Source: an optimization exercise on an open RTL-to-GDS flow (aim: small area, a short achievable clock period and few clock cycles). Production flows keep margins and buffers that such runs may drop.
In this exercise RTL edits were held to simulation tests only and were not proved equivalent to the original.

==> wip/zinc: inputs <==
## geofence
module geofence (clk, reset, X, Y, valid, is_inside);
input clk;
input reset;
input [9:0] X;
input [9:0] Y;
output reg valid;
output reg is_inside;
reg [3:0] ph;
reg [9:0] rx, ry;                  
reg vxs, vys;                      
reg [9:0] vxm, vym;                
reg axs, ays, bxs, bys;            
reg [9:0] axm, aym, bxm, bym;
reg deg;                           
reg ins;                           
wire [10:0] dx = {1'b0, X} - {1'b0, rx};
wire [10:0] dy = {1'b0, Y} - {1'b0, ry};
wire [9:0] dxm = (dx[9:0] ^ {10{dx[10]}}) + {9'd0, dx[10]};
wire [9:0] dym = (dy[9:0] ^ {10{dy[10]}}) + {9'd0, dy[10]};
wire vxz = ~|vxm;
wire vyz = ~|vym;
wire vz = vxz & vyz;               
wire a1 = axs ^ vys, a2 = ays ^ vxs;
wire b1 = bxs ^ vys, b2 = bys ^ vxs;
wire az = (~|axm | vyz) & (~|aym | vxz);
wire bz = (~|bxm | vyz) & (~|bym | vxz);
wire ca = ~a1;
wire ua_1 = ~(axm[0] & vym[0]);
wire ua_2 = ~(aym[0] & vxm[0]);
wire ua_3 = ~(axm[0] & vym[1]);
wire ua_4 = ~(aym[0] & vxm[1]);
wire ua_5 = ~(axm[0] & vym[2]);
wire ua_6 = ~(aym[0] & vxm[2]);
wire ua_7 = ~(axm[0] & vym[3]);
wire ua_8 = ~(aym[0] & vxm[3]);
wire ua_9 = ~(axm[0] & vym[4]);
wire ua_10 = ~(aym[0] & vxm[4]);
wire ua_11 = ~(axm[0] & vym[5]);
wire ua_12 = ~(aym[0] & vxm[5]);
wire ua_13 = ~(axm[0] & vym[6]);
wire ua_14 = ~(aym[0] & vxm[6]);
wire ua_15 = ~(axm[0] & vym[7]);
wire ua_16 = ~(aym[0] & vxm[7]);
wire ua_17 = ~(axm[0] & vym[8]);
wire ua_18 = ~(aym[0] & vxm[8]);
wire ua_19 = ~(axm[0] & vym[9]);
wire ua_20 = ~(aym[0] & vxm[9]);
wire ua_21 = ~(axm[1] & vym[0]);
wire ua_22 = ~(aym[1] & vxm[0]);
wire ua_23 = ~(axm[1] & vym[1]);
wire ua_24 = ~(aym[1] & vxm[1]);
wire ua_25 = ~(axm[1] & vym[2]);
wire ua_26 = ~(aym[1] & vxm[2]);
wire ua_27 = ~(axm[1] & vym[3]);
wire ua_28 = ~(aym[1] & vxm[3]);
wire ua_29 = ~(axm[1] & vym[4]);
wire ua_30 = ~(aym[1] & vxm[4]);
wire ua_31 = ~(axm[1] & vym[5]);
wire ua_32 = ~(aym[1] & vxm[5]);
wire ua_33 = ~(axm[1] & vym[6]);
wire ua_34 = ~(aym[1] & vxm[6]);
  ...
clock: 10.0 ns
lec_check: 0
cap_margin: 20
core_margin: 2
core_utilization: 75
setup_slack_margin: 5
slew_margin: 20
synth_hierarchical: 1
synth_minimum_keep_size: 0
run.sh (not shown) runs the stock make flow with config.mk's settings and CLKGATE_MAP_FILE= SYNTH_SCRIPT=/design/flow/synth_recipe.tcl, a recipe that flattens the netlist after the stock synthesis.
==> wip/quartz (differences from wip/zinc) <==
- CORE_UTILIZATION: 75 -> 40
==> summary.md <==
| Metric | Value |
|---|---|
| Non-clk bufs | 145 |
| Die Span Y | 194.1 µm |
| Critical Path RT | 10070 ps |
| Fmax | 0.1763 GHz |
| Pre-CTS setup slack | 3949 ps |
| Met2 Wirelength | 19010 µm |
| Routability cong. | 0.8523 |
| Area taken by multi-input logic gates | 11390 µm² |
| Taps Inserted | 461 |
| Slowest stage delay, CP | 600 ps |
| Outcome | complete, no violations |
(the above is from wip/quartz)
==> summary.md <==
| Metric | Value |
|---|---|
| Die Span Y | 142.8 µm |
| Critical Path RT | 10050 ps |
| Num CTS Buffers | 9 |
| Slowest stage delay, CP | 650 ps |
| Routability cong. | 0.9374 |
| Pre-CTS setup slack | 3726 ps |
| Outcome | complete, no violations |
| Non-clk bufs | 139 |
| Fmax | 0.1761 GHz |
| Area taken by multi-input logic gates | 11360 µm² |
| Count of standard-cell rows | 50 |
| Met2 Wirelength | 19090 µm |
(the above is from wip/zinc)
Testbench counts of wip/zinc, summed over its fixed seeds: cycles 21,600.
Testbench counts of wip/quartz, summed over its fixed seeds: cycles 21,600.

[afterwards: timing with drivers on the ports]
The flow's constraints put no driver on any port. The routed layouts listed below were extracted and timed again, unchanged, in two steps. Step 1 (the two cells are an assumption about what drives the block):
set clk [get_ports {clk}]
set_driving_cell -lib_cell sky130_fd_sc_hd__clkbuf_16 $clk
set_driving_cell -lib_cell sky130_fd_sc_hd__buf_2 [delete_from_list [all_inputs] $clk]
Step 2 also shifts input and output timing later by t, the mid clock arrival at the registers, as if the neighbouring blocks saw the same clock. Three values: no drivers, after step 1, after step 2; two values: the first two.
run | t (ns) | slack for setup (ns) | latest minus earliest clock arrival (ns) | slew at the worst register clock pin (ns) | cell pins on the clock port's net
wip/zinc | 0.383 | 4.323 / 4.323 / 4.323 | 0.010 / 0.009 | 0.07 / 0.07 | 1
wip/quartz | 0.378 | 4.327 / 4.327 / 4.327 | 0.015 / 0.015 | 0.07 / 0.07 | 1
After both steps setup and hold are still met in every run listed.
